Context: an optimization exercise on an open-source flow, tuned for small area. The choices shown serve that exercise and are no tape-out recipe. In this exercise RTL edits were held to simulation tests only and were not proved equivalent to the original. No activity file was given, so power comes from the tool's default toggle rates.

==> flow/design.v (excerpt) <==
module vlt (
    input clock
  , input reset
  , input important
  , input [8:0] opcode
  , input [9:0] start_ts
  , input [9:0] end_ts
  , input [11:0] prev_vbits
  , output [3:0] iq_shift1
  , output [3:0] iq_shift2
  , output iq_shift1_v
  , output iq_shift2_v
  , output [17:0] iq_vbits
  , output [3:0] rob_shift1
  , output [3:0] rob_shift2
  , output rob_shift1_v
  , output rob_shift2_v
  , output [17:0] rob_vbits
  , output [3:0] lq_shift1
  , output [3:0] lq_shift2
  , output lq_shift1_v
  , output lq_shift2_v
  , output [17:0] lq_vbits
  , output [3:0] sq_shift1
  , output [3:0] sq_shift2
  , output sq_shift1_v
  , output sq_shift2_v
  , output [17:0] sq_vbits
  , output [3:0] instbuff_shift1
  , output [3:0] instbuff_shift2
  , output instbuff_shift1_v
  , output instbuff_shift2_v
  , output [17:0] instbuff_vbits
  , input [11:0] total_qvbits0
  , input [11:0] total_qvbits1
  , input [11:0] total_qvbits2
  , input [11:0] total_qvbits3
  , input [9:0] rf_vbits_adj
  , input rf_vbits_adj_mode
  , input [11:0] total_sq_vbits
  , input [31:0] rf_live_vector
  , input [31:0] rf_kill_vector
  , output [19:0] total_svf
  , output [9:0] counter_iq
  , output [9:0] counter_rob
  , output [9:0] counter_lq
  , output [9:0] counter_sq
  , output [9:0] counter_instbuff
  );
Size in the first run: ~1400 cells after synthesis, ~390 I/O pins.
export LEC_CHECK = 0
export ABC_AREA = 1
export CAP_MARGIN = 20
export CORE_MARGIN = 2
export CORE_UTILIZATION = 40
export PLACE_DENSITY = 0.6
export SLEW_MARGIN = 20
export SYNTH_HIERARCHICAL = 1
export SYNTH_MINIMUM_KEEP_SIZE = 0
create_clock -name core_clock -period 9.0 [get_ports {clock}]
standard.sh (not shown) runs the stock make flow with config.mk's settings and CLKGATE_MAP_FILE= SYNTH_SCRIPT=/design/flow/synth_recipe.tcl, a recipe that flattens the netlist after the stock synthesis.
==> flow/flow/run.sh <==
#!/bin/bash
# Own layout flow: the standard synthesis (standard.sh, unchanged), then the
# combinational cells between the standard synthesis's registers and adder cells are
# re-mapped by ABC for area (remap.tcl), then the standard layout steps.
# Port buffers use sky130_fd_sc_hd__buf_1.
# Logs: synth.log (standard synthesis), remap.log (yosys/ABC re-map), standard.log (the
# layout steps); each ORFS step also keeps its own log under orfs/logs/.
set -euo pipefail
HERE=$(pwd)
R=$HERE/orfs/results/sky130hd/vlt/base
export BUFFER_PORTS_ARGS="-buffer_cell sky130_fd_sc_hd__buf_1"
bash standard.sh $R/1_2_yosys.v > synth.log 2>&1
cp $R/1_2_yosys.v std_1_2_yosys.v
YOSYS=$FLOW_HOME/../tools/install/yosys/bin/yosys
[ -x "$YOSYS" ] || YOSYS=yosys
LIB=$FLOW_HOME/platforms/sky130hd/lib/sky130_fd_sc_hd__tt_025C_1v80.lib
DU=$(grep -o -- "-dont_use [^ ]*" $HERE/orfs/logs/sky130hd/vlt/base/1_2_yosys.log | sort -u | tr '\n' ' ')
printf 'strash\ndch -f\nmap -a\namap\ntopo\n' > area.abc
cat > remap.ys <<Y
read_liberty -ignore_miss_func $LIB
read_verilog std_1_2_yosys.v
hierarchy -top $FLOW_TOP
select -module $FLOW_TOP -list
Y
KEEP=$(grep -o "sky130_fd_sc_hd__[a-z0-9_]*" std_1_2_yosys.v | sort -u | grep -E "__(fa|ha|df|sdf|edf|dl|conb)" | tr '\n' ' ')
cat > remap.ys <<Y
read_liberty -ignore_miss_func $LIB
read_verilog std_1_2_yosys.v
hierarchy -top $FLOW_TOP
setattr -mod -set keep_hierarchy 1 $KEEP
flatten
blackbox $KEEP
delete t:\$scopeinfo
opt_clean -purge
tee -o remap_before.txt stat -liberty $LIB
abc -script area.abc -liberty $LIB $DU
opt_clean -purge
splitnets
opt_clean -purge
hilomap -singleton -hicell sky130_fd_sc_hd__conb_1 HI -locell sky130_fd_sc_hd__conb_1 LO
insbuf -buf sky130_fd_sc_hd__buf_4 A X
opt_clean -purge
tee -o remap_after.txt stat -liberty $LIB
write_verilog -noattr -nohex -nodec -noexpr remap_1_2_yosys.v
Y
$YOSYS -l remap.log -q remap.ys > /dev/null 2>&1
grep -q "^module $FLOW_TOP" remap_1_2_yosys.v
cp remap_1_2_yosys.v $R/1_2_yosys.v
touch $R/1_2_yosys.v
bash standard.sh > standard.log 2>&1
The starting point completed, yet does not pass: negative setup slack.
Then changed:
==> flow/flow/run.sh (replaced) <==
#!/bin/bash
# The standard layout (the standard.sh, unchanged synthesis and steps), except that
# buffer_ports puts a sky130_fd_sc_hd__buf_1 on each input and output port instead of the
# cell it would pick itself. Each tool's output goes to the ORFS logs under orfs/logs/ and
# make's own output to standard.log.
set -euo pipefail
export BUFFER_PORTS_ARGS="-buffer_cell sky130_fd_sc_hd__buf_1"
bash standard.sh > standard.log 2>&1
GPL_TIMING_DRIVEN = 0   (was default)
The changed run finished with negative setup slack left.
Final area goes up by roughly a tenth.
Die area rises by roughly a tenth.
Global-route usage rises by 1.1 points.
Power is higher by a quarter to a third.
Cell count grows by about a fifth.
Sequential power climbs slightly.
Wire length came out higher by about a fifth.
Clock power drops by a few percent.
Core utilization increases by 0.96 points.
Hold slack got worse by 0.0091 ns.
Then changed:
GPL_TIMING_DRIVEN = default   (was 0)
Outcome:
- Now the flow passed the timing, design-rule and antenna checks
- register-to-register slack is about the same
- worst hold slack barely changes
- routed wire length is lower by 4.5%
- count of clock-buffer cells in the layout is lower by 3
- non-clock buffer count is lower by 175
- clock skew hardly moves
- die area stays the same
- via count is lower by 5.4%
- total power is lower by 2.5%


Another version of the RTL of vlt (not shown whole).
For scale: roughly 1,300 cells after synthesis, about 390 I/O pins, about 12,000 um2 of cells after synthesis.
==> flow/config.mk <==
export PLATFORM = sky130hd
export DESIGN_NAME = vlt
export DESIGN_NICKNAME = vlt
export VERILOG_FILES = /design/flow/design.v
export SDC_FILE = /design/flow/constraint.sdc
export NUM_CORES = 4
export LEC_CHECK = 0
export ABC_AREA = 1
export CAP_MARGIN = 5
export CORE_MARGIN = 2
export CORE_UTILIZATION = 40
export PLACE_DENSITY = 0.6
export SLEW_MARGIN = 5
export SYNTH_HIERARCHICAL = 1
export SYNTH_MINIMUM_KEEP_SIZE = 0
==> flow/constraint.sdc <==
create_clock -name core_clock -period 9.0 [get_ports {clock}]
set_input_delay 1.8000 -clock core_clock [delete_from_list [all_inputs] [get_ports {clock}]]
set_output_delay 1.8000 -clock core_clock [all_outputs]
set_load 0.01 [all_outputs]
==> flow/flow/run.sh <==
#!/bin/bash
# Own layout flow: the standard synthesis (standard.sh, unchanged), then the
# combinational cells between the standard synthesis's registers and adder cells are
# re-mapped by ABC for area (remap.tcl), then the standard layout steps.
# Port buffers use sky130_fd_sc_hd__buf_1.
# Logs: synth.log (standard synthesis), remap.log (yosys/ABC re-map), standard.log (the
# layout steps); each ORFS step also keeps its own log under orfs/logs/.
set -euo pipefail
HERE=$(pwd)
R=$HERE/orfs/results/sky130hd/vlt/base
export BUFFER_PORTS_ARGS="-buffer_cell sky130_fd_sc_hd__buf_1"
bash standard.sh $R/1_2_yosys.v > synth.log 2>&1
cp $R/1_2_yosys.v std_1_2_yosys.v
YOSYS=$FLOW_HOME/../tools/install/yosys/bin/yosys
[ -x "$YOSYS" ] || YOSYS=yosys
LIB=$FLOW_HOME/platforms/sky130hd/lib/sky130_fd_sc_hd__tt_025C_1v80.lib
DU=$(grep -o -- "-dont_use [^ ]*" $HERE/orfs/logs/sky130hd/vlt/base/1_2_yosys.log | sort -u | tr '\n' ' ')
printf 'strash\ndch -f\nmap -a\namap\ntopo\nbuffer -c\nupsize -c\ndnsize -c\n' > area.abc
cat > remap.ys <<Y
read_liberty -ignore_miss_func $LIB
read_verilog std_1_2_yosys.v
hierarchy -top $FLOW_TOP
select -module $FLOW_TOP -list
Y
KEEP=$(grep -o "sky130_fd_sc_hd__[a-z0-9_]*" std_1_2_yosys.v | sort -u | grep -E "__(fa|ha|df|sdf|edf|dl|conb)" | tr '\n' ' ')
cat > remap.ys <<Y
read_liberty -ignore_miss_func $LIB
read_verilog std_1_2_yosys.v
hierarchy -top $FLOW_TOP
setattr -mod -set keep_hierarchy 1 $KEEP
flatten
blackbox $KEEP
delete t:\$scopeinfo
opt_clean -purge
tee -o remap_before.txt stat -liberty $LIB
abc -script area.abc -liberty $LIB $DU -constr $HERE/orfs/objects/sky130hd/vlt/base/abc.constr -D 9000
opt_clean -purge
splitnets
opt_clean -purge
hilomap -singleton -hicell sky130_fd_sc_hd__conb_1 HI -locell sky130_fd_sc_hd__conb_1 LO
insbuf -buf sky130_fd_sc_hd__buf_4 A X
opt_clean -purge
tee -o remap_after.txt stat -liberty $LIB
write_verilog -noattr -nohex -nodec -noexpr remap_1_2_yosys.v
Y
$YOSYS -l remap.log -q remap.ys > /dev/null 2>&1
grep -q "^module $FLOW_TOP" remap_1_2_yosys.v
cp remap_1_2_yosys.v $R/1_2_yosys.v
touch $R/1_2_yosys.v
bash standard.sh > standard.log 2>&1
Change:
--- a/flow/flow/run.sh
+++ b/flow/flow/run.sh
@@ -10,4 +10,5 @@
 R=$HERE/orfs/results/sky130hd/vlt/base
 export BUFFER_PORTS_ARGS="-buffer_cell sky130_fd_sc_hd__buf_1"
+export GPL_KEEP_OVERFLOW=0
 bash standard.sh $R/1_2_yosys.v > synth.log 2>&1
 cp $R/1_2_yosys.v std_1_2_yosys.v
--- a/flow/config.mk
+++ b/flow/config.mk
@@ -7,9 +7,9 @@
 export LEC_CHECK = 0
 export ABC_AREA = 1
-export CAP_MARGIN = 5
+export CAP_MARGIN = 20
 export CORE_MARGIN = 2
 export CORE_UTILIZATION = 40
 export PLACE_DENSITY = 0.6
-export SLEW_MARGIN = 5
+export SLEW_MARGIN = 20
 export SYNTH_HIERARCHICAL = 1
 export SYNTH_MINIMUM_KEEP_SIZE = 0
=> Power goes down by 0.67%; final area drops by 1.6%; worst hold slack improved by 0.0075 ns; wire length falls by about 2.4%; setup slack improved by 0.0073 ns; synthesized cell count does not change; core utilization is lower by 0.71 points; combinational power went down by about 2%; clock power climbs by about 3%.
Change:
--- a/flow/flow/run.sh
+++ b/flow/flow/run.sh
@@ -2,6 +2,8 @@
 # Own layout flow: the standard synthesis (standard.sh, unchanged), then the
 # combinational cells between the standard synthesis's registers and adder cells are
-# re-mapped by ABC for area (remap.tcl), then the standard layout steps.
-# Port buffers use sky130_fd_sc_hd__buf_1.
+# re-mapped by ABC for area (remap.ys), then the standard layout steps.
+# Port buffers use sky130_fd_sc_hd__buf_1. Timing-driven global placement only uses the
+# resizer virtually (GPL_KEEP_OVERFLOW=0): its buffers and resizes are not kept; the later
+# standard repair steps fix timing.
 # Logs: synth.log (standard synthesis), remap.log (yosys/ABC re-map), standard.log (the
 # layout steps); each ORFS step also keeps its own log under orfs/logs/.
--- a/flow/config.mk
+++ b/flow/config.mk
@@ -10,4 +10,5 @@
 export CORE_MARGIN = 2
 export CORE_UTILIZATION = 40
+export GPL_TIMING_DRIVEN = 0
 export PLACE_DENSITY = 0.6
 export SLEW_MARGIN = 20
What happened: Synthesized area does not change; utilization climbs by 4.2 points; via count climbs by 4.9%; routed wire length climbs by 9.4%; die area is unchanged; power climbs by 6.9%; worst setup slack gets worse by 0.019 ns.

## static timing again, ports no longer ideal
The results above use ideal ports. As a check the final layouts listed here were re-extracted and re-timed, cells and wires unchanged.
Step 1 sets driving cells, clkbuf_16 on the clock port and buf_2 on the other inputs (assumed; they add their load-dependent delay and slew).
Step 2, shift: input delay + t, output delay - t, t = (earliest + latest rising clock arrival at the registers) / 2. This alone moves slack from input paths to output paths.
Slacks: ideal ports / drivers / drivers and shift; pairs: ideal ports / drivers.
run | t, ns | setup WS [ns] | worst data-port slew with drivers (ns)
the first run of note 1 | 0.413 | -0.018 / -0.070 / 0.344 | 0.06
the second run of note 1 | 0.409 | -0.052 / -0.105 / 0.305 | 0.09
the third run of note 1 | 0.411 | 0.076 / 0.024 / 0.435 | 0.07
the first run of note 2 | 0.399 | 0.242 / 0.269 / -0.130 | 0.07
the second run of note 2 | 0.393 | 0.249 / 0.202 / -0.085 | 0.07
the third run of note 2 | 0.398 | 0.231 / 0.224 / -0.139 | 0.07
With both steps, setup timing fails in the first run of note 2, the second run of note 2 and the third run of note 2, where it was met with ideal ports. For the first run of note 2, which loses most, drivers alone change the setup slack by +0.027 ns; drivers and shift together by -0.372 ns.
